Background: an optimization exercise with open tools, aiming at small area, a short achievable clock period and few clock cycles per item. Do not read the settings as production practice.
Function was checked by simulation only, so behaviour that the tests miss may differ from the original.
Power and IR drop assume default switching activity.

==> build 40 <==
## gactx_tile
module gactx_tile (
    input         clk,
    input         rst,
    input         start,
    input  [155:0] in_param,
    input         reverse_ref_in,
    input         reverse_query_in,
    input         complement_ref_in,
    input         complement_query_in,
    input  [3:0]  ref_length,
    input  [3:0]  query_length,
    output [3:0]  ref_bram_rd_addr,
    input  [7:0]  ref_bram_data_in,
    output [3:0]  query_bram_rd_addr,
    input  [7:0]  query_bram_data_in,
    input  [11:0] y_in,
    input         start_last,
    output [11:0] max_score,
    output [3:0]  H_offset,
    input  [3:0]  max_H_offset,
    output [3:0]  V_offset,
    input  [3:0]  max_V_offset,
    output [3:0]  ref_max_score_pos,
    output [3:0]  query_max_score_pos,
    output [7:0]  num_tb_steps,
    output [1:0]  dir,
    output        dir_valid,
    output        done
);
clock: 10.0 ns
lec_check: 0
cap_margin: 20
core_margin: 2
core_utilization: 40
slew_margin: 20
run.sh (not shown) runs the stock make flow with config.mk's settings and CLKGATE_MAP_FILE= SYNTH_SCRIPT=/design/flow/synth_recipe.tcl, a recipe that flattens the netlist after the stock synthesis.
==> trial 56 (differences from build 40) <==
--- a/flow/design.v
+++ b/flow/design.v
@@ -35,55 +35,76 @@
             T : out_param = {in_param[10*PE_WIDTH-1:9*PE_WIDTH], in_param[7*PE_WIDTH-1:6*PE_WIDTH], in_param[5*PE_WIDTH-1:3*PE_WIDTH]};
             N : out_param = {in_param[3*PE_WIDTH-1:2*PE_WIDTH], in_param[3*PE_WIDTH-1:2*PE_WIDTH], in_param[3*PE_WIDTH-1:2*PE_WIDTH], in_param[3*PE_WIDTH-1:2*PE_WIDTH]};
             default : out_param = {{(4*PE_WIDTH){1'b0}}};
         endcase
     end
 endmodule
 module DP_BRAM #( 
   parameter ADDR_WIDTH = 4,
-  parameter DATA_WIDTH = 8
+  parameter DATA_WIDTH = 8,
+  parameter ASYNC_READ = 0
 )(
   input clk,
   input rst,
   input [ADDR_WIDTH-1:0] raddr,
   input [ADDR_WIDTH-1:0] waddr,
   input wr_en,
   input [DATA_WIDTH-1:0] data_in,
-  output reg [DATA_WIDTH-1:0] data_out);
+  output [DATA_WIDTH-1:0] data_out);
   localparam DEPTH = 2**ADDR_WIDTH;
   reg [DATA_WIDTH*DEPTH-1:0] mem;
   genvar g;
   generate
   for (g = 0; g < DEPTH; g = g + 1) begin : entry
       always @(posedge clk) begin
           if (rst)
               mem[g*DATA_WIDTH +: DATA_WIDTH] <= {DATA_WIDTH{1'b0}};
           else if (wr_en == 1 && waddr == g)
               mem[g*DATA_WIDTH +: DATA_WIDTH] <= data_in;
       end
   end
   endgenerate
-  always @(posedge clk) begin
-      data_out <= mem[raddr*DATA_WIDTH +: DATA_WIDTH];
+  generate
+  if (ASYNC_READ) begin : rd_async
+      assign data_out = mem[raddr*DATA_WIDTH +: DATA_WIDTH];
+  end
+  else begin : rd_sync
+      reg [DATA_WIDTH-1:0] data_out_r;
+      always @(posedge clk) begin
+          data_out_r <= mem[raddr*DATA_WIDTH +: DATA_WIDTH];
+      end
+      assign data_out = data_out_r;
   end
+  endgenerate
 endmodule
 module mux_1OfN #(
     parameter NUM_PORTS_WIDTH = 2,
-    parameter DATA_WIDTH = 32
+    parameter DATA_WIDTH = 32,
+    parameter REG_OUT = 1
 )(
     input clk,
     input [NUM_PORTS_WIDTH-1:0] select,
     input [(2 ** NUM_PORTS_WIDTH)*DATA_WIDTH-1:0] data_in,
-    output reg [DATA_WIDTH-1:0] data_out
+    output [DATA_WIDTH-1:0] data_out
 );
 localparam NUM_PORTS = 2**NUM_PORTS_WIDTH;
-always @(posedge clk) begin
-    data_out <= data_in[(select+1)*DATA_WIDTH-1-:DATA_WIDTH];
+wire [DATA_WIDTH-1:0] sel_data = data_in[(select+1)*DATA_WIDTH-1-:DATA_WIDTH];
+generate
+if (REG_OUT) begin : out_reg
+    reg [DATA_WIDTH-1:0] data_out_r;
+    always @(posedge clk) begin
+        data_out_r <= sel_data;
+    end
+    assign data_out = data_out_r;
 end
+else begin : out_comb
+    assign data_out = sel_data;
+end
+endgenerate
 endmodule
 module GACTX_NWPE #(
     parameter WIDTH = 10,
     parameter REF_WIDTH = 10,
     parameter BT_BRAM_ADDR_WIDTH = 10,
     parameter QUERY_LEN_WIDTH = 10,
     parameter LOG_NUM_PE = 2,
     parameter PE_ID = 0
@@ -461,19 +482,19 @@
   assign start_pos_addr = position_addr;
   assign next_stop_pos_addr = position_addr;
   assign next_pe_decr_mod = (next_pe == 0) ? MAX_PE : (next_pe - 1);
   assign next_addr_mod = (next_pe == 0) ? (next_addr - next_stop_pos + start_pos -2) : (next_addr - 1);
   assign next_addr_diag = next_addr_mod;
   assign next_pe_diag = next_pe_decr_mod;
   assign next_V_offset = ((next_pe_state == M) || (next_pe_state == V)) ? (V_offset + 1) : V_offset;
   assign next_H_offset = ((next_pe_state == M) || (next_pe_state == H)) ? (H_offset + 1) : H_offset;
-  always @(posedge clk) begin
-      curr_start_pos <= start_pos;
-      curr_stop_pos <= next_stop_pos;
+  always @(*) begin
+      curr_start_pos = start_pos;
+      curr_stop_pos = next_stop_pos;
   end
   always @(posedge clk) begin
       if (rst) begin
           state <= WAIT;
       end
       else begin
           state <= next_state;
           case (state)
@@ -612,28 +633,28 @@
      end
   end
   always @(*) 
   begin
       next_state = state;
       case (state)
           WAIT:
               if (start)
-                  next_state = BLOCK0;
+                  next_state = CALC;
           BLOCK0:
               next_state = BLOCK1;
           BLOCK1:
               next_state = BLOCK2;
           BLOCK2:
               next_state = CALC;
           CALC:
               if ((next_pe_state == ZERO) || (next_H_offset == max_H_offset) || (next_V_offset == max_V_offset))
                   next_state = DONE;
               else
-                  next_state = BLOCK1;
+                  next_state = CALC;
           DONE:
               next_state = WAIT;
       endcase
   end
 endmodule
 module GACTX_ArrayTop #(
     parameter NUM_PE = 32,
     parameter LOG_NUM_PE = 5,
@@ -1298,49 +1319,52 @@
   generate
     assign start_transmit_in[1] = ((first_query_block && (start_pos_pe[0]-1)==0) || (~first_query_block && ((start_final == 1 && stop_done == 1 && start_pos_pe[0]-1 < stop_pos+1) || (init_out[0]==1 && stop ==1 && stop_done==1 && start_pos_pe[0]-1 >=start_pos && start_pos_pe[0]-1<=stop_pos)))) | start_done;
   endgenerate
   generate
   for (k = 0; k < NUM_PE; k = k + 1) 
   begin:bram_gen
       DP_BRAM #(
           .ADDR_WIDTH(BT_BRAM_ADDR_WIDTH),
-          .DATA_WIDTH(4)  
+          .DATA_WIDTH(4),  
+          .ASYNC_READ(1)
       ) bt_dp_bram (
       .clk(clk),
       .rst(rst),
       .waddr(pe_dir_addr[k]),
       .raddr(bt_bram_addr[k]),
       .wr_en(pe_dir_valid[k]),
       .data_in(pe_dir[k]),
       .data_out(bt_bram_data_out[k]));
   end
   endgenerate
   assign wr_start_pos_en = wr_start_pos_en_reg | state_wr_en_reg;
   assign start_pos_in  = start_pos_in_reg;
   assign wr_start_pos_counter = wr_start_pos_counter_reg;
   DP_BRAM #(
       .ADDR_WIDTH(REF_LEN_WIDTH),
-      .DATA_WIDTH(REF_LEN_WIDTH)
+      .DATA_WIDTH(REF_LEN_WIDTH),
+      .ASYNC_READ(1)
   ) start_pos_dpbram
   (
       .clk(clk),
       .rst(rst),
       .raddr(bt_start_pos_addr),
       .waddr(wr_start_pos_counter),
       .wr_en(wr_start_pos_en),
       .data_in(start_pos_in),
       .data_out(bt_start_pos)
   );
   assign wr_stop_pos_en = wr_stop_pos_en_reg | state_wr_en_reg;
   assign stop_pos_in  = stop_pos_in_reg;
   assign wr_stop_pos_counter = wr_stop_pos_counter_reg;
   DP_BRAM #(
       .ADDR_WIDTH(REF_LEN_WIDTH),
-      .DATA_WIDTH(REF_LEN_WIDTH)
+      .DATA_WIDTH(REF_LEN_WIDTH),
+      .ASYNC_READ(1)
   ) stop_pos_dpbram
   (
       .clk(clk),
       .rst(rst),
       .raddr(bt_next_stop_pos_addr),
       .waddr(wr_stop_pos_counter),
       .wr_en(wr_stop_pos_en),
       .data_in(stop_pos_in),
@@ -1447,26 +1471,28 @@
       .max_H_offset(max_H_offset),
       .V_offset(bt_logic_V_offset),
       .max_V_offset(max_V_offset),
       .num_tb_steps(bt_logic_num_tb_steps),
       .done(bt_logic_done)
   );
   mux_1OfN #( 
       .NUM_PORTS_WIDTH(LOG_NUM_PE),
-      .DATA_WIDTH(4)
+      .DATA_WIDTH(4),
+      .REG_OUT(0)
   ) dir_select (
       .clk(clk),
       .select (bt_logic_next_pe), 
       .data_in (select_dir_data_in),
       .data_out (bt_logic_input_dir)
   );
   mux_1OfN #( 
       .NUM_PORTS_WIDTH(LOG_NUM_PE),
-      .DATA_WIDTH(4)
+      .DATA_WIDTH(4),
+      .REG_OUT(0)
   ) dir_select_diag (
       .clk(clk),
       .select (bt_logic_next_pe_diag), 
       .data_in (select_dir_data_in),
       .data_out (bt_logic_input_dir_diag)
   );
   always @(posedge clk) begin
       if(rst) begin
==> comparison <==
Wire length: build 40 is larger than trial 56 (about 3%).
Between build 40 and trial 56, the lower global-route usage is in trial 56 (gap 0.65 points).
Of build 40 and trial 56, build 40 has the higher cell count (gap 1.8%, measured against trial 56).
Of build 40 and trial 56, build 40 has the higher via count (gap 1.5%, measured against trial 56).
Between build 40 and trial 56, the lower die area is in trial 56 (gap 0.45%, measured against trial 56).
Trial 56 completed with no timing, DRC or antenna violations. Build 40 finished with timing, DRC and antenna clean.
In trial 56 the non-clock buffer count is higher than in build 40, by 21.
==> figures <==
quantity	build 40	trial 56
F_max	123 MHz	122 MHz
Routed metal-1 wire length	226,000 um	221,000 um
Cell type of the slowest stage on the worst timing path	sky130_fd_sc_hd__a211o_1	sky130_fd_sc_hd__o21ai_2
Parity-gate share of the synthesized area counting xor and xnor cells	2.29%	2.31%
Netlist area before placement	0.154 mm^2	0.153 mm^2
Clock buffer cells	490	460
M2 GR Usage	40.2%	39.3%
Fraction of final layout cells with drive strength greater than 1	7.84%	9.76%
Area of all placed cells without fillers	0.172 mm^2	0.172 mm^2
PD cells	215 mW/mm^2	232 mW/mm^2
Cell with the most instances after synthesis	sky130_fd_sc_hd__nand2_1	sky130_fd_sc_hd__dfxtp_1
Run status	no timing/DRC/antenna violations	no timing/DRC/antenna violations
Non-clock buffering overhead in the final layout	2.81%	2.90%
Testbench counts of build 40, summed over its fixed seeds: cycles 18,871, tiles 192.
Testbench counts of trial 56, summed over its fixed seeds: cycles 14,821, tiles 192.

## static timing again, ports no longer ideal
Ports are ideal in the flow. The routed layouts listed here were re-timed in OpenROAD. Step 1: set_driving_cell puts a clkbuf_16 on clk and a buf_2 on each other input, an assumption about the parent block. Step 2 times the ports against the registers' clock, not the clock port: input delays grow and output delays shrink by t, the midpoint of the rising clock arrivals with the driver on. a / b / c = ideal ports / drivers / drivers and shift; a / b = the first two.
run | t (ns) | setup slack, ns | slew at the worst register clock pin (ns) | worst slew at a driven data input, ns | cell pins on the clock port's net
build 40 | 1.054 | 1.883 / 1.883 / 1.883 | 0.07 / 0.07 | 0.20 | 1
trial 56 | 1.028 | 1.798 / 1.798 / 1.798 | 0.07 / 0.07 | 0.13 | 1
After both steps every run listed still meets setup and hold.
